Source: an optimization exercise on an open RTL-to-GDS flow (aim: small area and a short achievable clock period). Production flows keep margins and buffers that such runs may drop.

==> flow/design.v <==
module ic_elim (
    input  logic [31:0] c_in,
    input  logic [31:0] p,
    input  logic [31:0] v,
    output logic [31:0] c_out
);
    wire [31:0] z   = c_in & ~(p & v);
    wire        any = |z;
    assign c_out = any ? z : c_in;
endmodule
module ic_first (
    input  logic [31:0] c,
    output logic [31:0] first
);
    logic seen;
    always_comb begin
        seen = 1'b0;
        for (int i = 0; i < 32; i++) begin
            first[i] = c[i] & ~seen;
            seen = seen | c[i];
        end
    end
endmodule
module ic_ohmux #(parameter int W = 5) (
    input  logic [31:0]     sel,
    input  logic [32*W-1:0] d,
    output logic [W-1:0]    q
);
    always_comb begin
        q = '0;
        for (int i = 0; i < 32; i++)
            q = q | (d[W*i +: W] & {W{sel[i]}});
    end
endmodule
module interrupt_controller (
    input  logic         PCLK,
    input  logic         rstn,
    input  logic         PSEL,
    input  logic         PENABLE,
    input  logic         PWRITE,
    input  logic [4:0]   PADDR,
    input  logic [31:0]  PWDATA,
    output logic [31:0]  PRDATA,
    output logic         PREADY,
    output logic         PSLVERR,
    input  logic [31:0]  IRQ,
    input  logic [4:0]   index,
    output logic [3:0]   INT,
    output logic [4:0]   IRQ_VECTOR
);
logic [31:0] irq_enable;
logic [31:0] irq_disable;
logic [31:0] irq_status;
logic [31:0] irq_type;
logic [31:0] irq_ack;
logic [31:0] irq_f;
logic [31:0] tbl_valid;
logic [4:0]  irq_priority     [31:0];
logic [3:0]  irq_map          [31:0];
logic [4:0]  irq_vector_table [31:0];
wire acc = PSEL & PENABLE;
wire wr  = acc & PWRITE;
wire rd  = acc & ~PWRITE;
wire wr_status = wr & (PADDR == 5'h00);
wire wr_enable = wr & (PADDR == 5'h04);
wire wr_disable= wr & (PADDR == 5'h08);
wire wr_prio   = wr & (PADDR == 5'h0C);
wire wr_ack    = wr & (PADDR == 5'h10);
wire wr_type   = wr & (PADDR == 5'h14);
wire wr_vec    = wr & (PADDR == 5'h18);
wire wr_map    = wr & (PADDR == 5'h1C);
wire wr_tbl    = wr_prio | wr_vec | wr_map;
logic [31:0] idx_oh;
always_comb
    for (int i = 0; i < 32; i++)
        idx_oh[i] = (index == i[4:0]);
always_ff @(posedge PCLK)
    irq_f <= IRQ;
always_ff @(posedge PCLK or negedge rstn)
    if (!rstn)
        irq_status <= 32'b0;
    else if (wr_status)
        irq_status <= irq_status | PWDATA;
    else
        irq_status <= (irq_status | (irq_f & ~irq_disable & irq_enable)) & ~(~irq_type & irq_ack);
always_ff @(posedge PCLK or negedge rstn)
    if (!rstn) begin
        irq_enable  <= 32'b0;
        irq_disable <= 32'b0;
        irq_ack     <= 32'b0;
        irq_type    <= 32'b0;
    end else begin
        if (wr_enable)  irq_enable  <= irq_enable  | PWDATA;
        if (wr_disable) irq_disable <= irq_disable | PWDATA;
        if (wr_ack)     irq_ack     <= irq_ack     | PWDATA;
        if (wr_type)    irq_type    <= PWDATA;
    end
always_ff @(posedge PCLK or negedge rstn)
    if (!rstn)       tbl_valid <= 32'b0;
    else if (wr_tbl) tbl_valid <= tbl_valid | idx_oh;
wire [4:0] d_prio = PWDATA[4:0] & {5{wr_prio}};
wire [4:0] d_vec  = PWDATA[4:0] & {5{wr_vec}};
wire [3:0] d_map  = PWDATA[3:0] & {4{wr_map}};
always_ff @(posedge PCLK)
    for (int i = 0; i < 32; i++) begin
        if (idx_oh[i] & (wr_prio | (wr_tbl & ~tbl_valid[i]))) irq_priority[i]     <= d_prio;
        if (idx_oh[i] & (wr_map  | (wr_tbl & ~tbl_valid[i]))) irq_map[i]          <= d_map;
        if (idx_oh[i] & (wr_vec  | (wr_tbl & ~tbl_valid[i]))) irq_vector_table[i] <= d_vec;
    end
logic [159:0] prio_flat, vec_flat;
logic [127:0] map_flat;
logic [31:0]  prio_bit [0:4];
always_comb
    for (int i = 0; i < 32; i++) begin
        prio_flat[5*i +: 5] = irq_priority[i];
        vec_flat[5*i +: 5]  = irq_vector_table[i];
        map_flat[4*i +: 4]  = irq_map[i];
        for (int b = 0; b < 5; b++)
            prio_bit[b][i] = irq_priority[i][b];
    end
wire [31:0] rd_sel = idx_oh & tbl_valid;
logic [4:0] rd_prio, rd_vec;
logic [3:0] rd_map;
ic_ohmux #(.W(5)) u_rd_prio (.sel(rd_sel), .d(prio_flat), .q(rd_prio));
ic_ohmux #(.W(5)) u_rd_vec  (.sel(rd_sel), .d(vec_flat),  .q(rd_vec));
ic_ohmux #(.W(4)) u_rd_map  (.sel(rd_sel), .d(map_flat),  .q(rd_map));
logic [31:0] rd_data;
always_comb
    case (PADDR)
        5'h00:   rd_data = irq_status;
        5'h04:   rd_data = irq_enable;
        5'h08:   rd_data = irq_disable;
        5'h0C:   rd_data = {27'b0, rd_prio};
        5'h10:   rd_data = irq_ack;
        5'h14:   rd_data = irq_type;
        5'h18:   rd_data = {27'b0, rd_vec};
        5'h1C:   rd_data = {28'b0, rd_map};
        default: rd_data = 32'b0;
    endcase
always_ff @(posedge PCLK or negedge rstn)
    if (!rstn)   PRDATA <= 32'b0;
    else if (rd) PRDATA <= rd_data;
always_ff @(posedge PCLK or negedge rstn)
    if (!rstn)    PREADY <= 1'b0;
    else if (acc) PREADY <= 1'b1;
assign PSLVERR = 1'b0;
logic [31:0] cand [0:5];
assign cand[0] = irq_status;
ic_elim u_e4 (.c_in(cand[0]), .p(prio_bit[4]), .v(tbl_valid), .c_out(cand[1]));
ic_elim u_e3 (.c_in(cand[1]), .p(prio_bit[3]), .v(tbl_valid), .c_out(cand[2]));
ic_elim u_e2 (.c_in(cand[2]), .p(prio_bit[2]), .v(tbl_valid), .c_out(cand[3]));
ic_elim u_e1 (.c_in(cand[3]), .p(prio_bit[1]), .v(tbl_valid), .c_out(cand[4]));
ic_elim u_e0 (.c_in(cand[4]), .p(prio_bit[0]), .v(tbl_valid), .c_out(cand[5]));
logic [31:0] first;
ic_first u_first (.c(cand[5]), .first(first));
wire valid = |cand[5][30:0];
wire [31:0] sel_oh = {~valid, first[30:0]};
logic [4:0] vec_raw;
logic [3:0] map_raw;
logic [0:0] vv, mv;
ic_ohmux #(.W(5)) u_sel_vec (.sel(sel_oh), .d(vec_flat),  .q(vec_raw));
ic_ohmux #(.W(4)) u_sel_map (.sel(first),  .d(map_flat),  .q(map_raw));
ic_ohmux #(.W(1)) u_sel_vv  (.sel(sel_oh), .d(tbl_valid), .q(vv));
ic_ohmux #(.W(1)) u_sel_mv  (.sel(first),  .d(tbl_valid), .q(mv));
wire [4:0] vec_sel = vec_raw & {5{vv[0]}};
wire [3:0] map_sel = map_raw & {4{mv[0]}};
always_ff @(posedge PCLK or negedge rstn)
    if (!rstn) INT <= 4'b0000;
    else if (map_sel[3:2] == 2'b00) INT[map_sel[1:0]] <= valid;
always_ff @(posedge PCLK or negedge rstn)
    if (!rstn) IRQ_VECTOR <= 5'b11111;
    else       IRQ_VECTOR <= vec_sel;
endmodule
==> flow/config.mk <==
export PLATFORM = sky130hd
export DESIGN_NAME = interrupt_controller
export DESIGN_NICKNAME = interrupt_controller
export VERILOG_FILES = /design/flow/design.v
export SDC_FILE = /design/flow/constraint.sdc
export NUM_CORES = 4
export LEC_CHECK = 0
export CAP_MARGIN = 20
export CORE_MARGIN = 2
export CORE_UTILIZATION = 20
export PLACE_DENSITY = 0.3
export SLEW_MARGIN = 20
export SYNTH_HIERARCHICAL = 1
export SYNTH_MINIMUM_KEEP_SIZE = 0
==> flow/constraint.sdc <==
create_clock -name core_clock -period 100.0 [get_ports {PCLK}]
set_input_delay 20.0000 -clock core_clock [delete_from_list [all_inputs] [get_ports {PCLK}]]
set_output_delay 20.0000 -clock core_clock [all_outputs]
set_load 0.01 [all_outputs]
standard.sh (not shown) runs the stock make flow with config.mk's settings and CLKGATE_MAP_FILE= SYNTH_SCRIPT=/design/flow/synth_recipe.tcl, a recipe that flattens the netlist after the stock synthesis.
==> flow/flow/run.sh <==
#!/bin/bash
# Standard ORFS flow, with smaller port buffers, a clock tree of larger
# sink clusters without dummy loads, and timing repair asked to leave extra
# setup slack so that IO paths get optimised too.
export BUFFER_PORTS_ARGS="-buffer_cell sky130_fd_sc_hd__buf_2"
# no extra setup margin
export CTS_ARGS="-sink_clustering_enable -repair_clock_nets -dont_use_dummy_load -buf_list {sky130_fd_sc_hd__clkbuf_8 sky130_fd_sc_hd__clkbuf_16} -sink_clustering_size 20 -sink_clustering_max_diameter 80"
bash standard.sh > standard.log 2>&1
Change:
==> flow/flow/run.sh (replaced) <==
#!/bin/bash
# Standard ORFS flow, with smaller port buffers, a clock tree of larger
# sink clusters without dummy loads, and timing repair asked to leave extra
# setup slack so that IO paths get optimised too.
export BUFFER_PORTS_ARGS="-buffer_cell sky130_fd_sc_hd__buf_2"
export SETUP_SLACK_MARGIN=78
export CTS_ARGS="-sink_clustering_enable -repair_clock_nets -dont_use_dummy_load -buf_list {sky130_fd_sc_hd__clkbuf_8} -sink_clustering_size 16 -sink_clustering_max_diameter 60"
bash standard.sh > standard.log 2>&1
=> Critical path depth is higher by 1; final cell count rose slightly; clock-buffer cell count came out higher by 37; worst hold slack gets better by 0.0086 ns; global-route usage came out lower by 0.23 points; first-iteration DRC count decreases by roughly a tenth; routed wire length goes down slightly; die area does not change; final area goes up slightly.
Function was not checked in any run of this note: the RTL went through the layout flow alone.

[port drivers added, routing unchanged]
No port has a modelled driver above. Below, the same layouts with a new extraction and two added sets of constraints. Step 1, drivers: a clkbuf_16 drives PCLK and a buf_2 each remaining input, both assumed. Step 2 moves the port delays by t, midway between the first and last clock arrival at a register: inputs arrive t later, outputs are due t later. That takes back most of the time a late clock gives input paths. a / b / c = ideal ports / drivers / drivers and shift; a / b = the first two.
run | shift t [ns] | setup WS [ns] | worst hold slack (ns) | worst register clock-pin slew, ns | cell pins on the clock port's net
the first run | 0.736 | 76.734 / 76.742 / 76.006 | 0.453 / 0.453 / 0.453 | 0.09 / 0.09 | 1
the second run | 0.843 | 77.771 / 77.752 / 76.910 | 0.462 / 0.462 / 0.462 | 0.10 / 0.10 | 1
After both steps setup and hold are still met in every run listed. For the second run, which loses most, drivers alone change the setup slack by -0.019 ns; drivers and shift together by -0.861 ns.
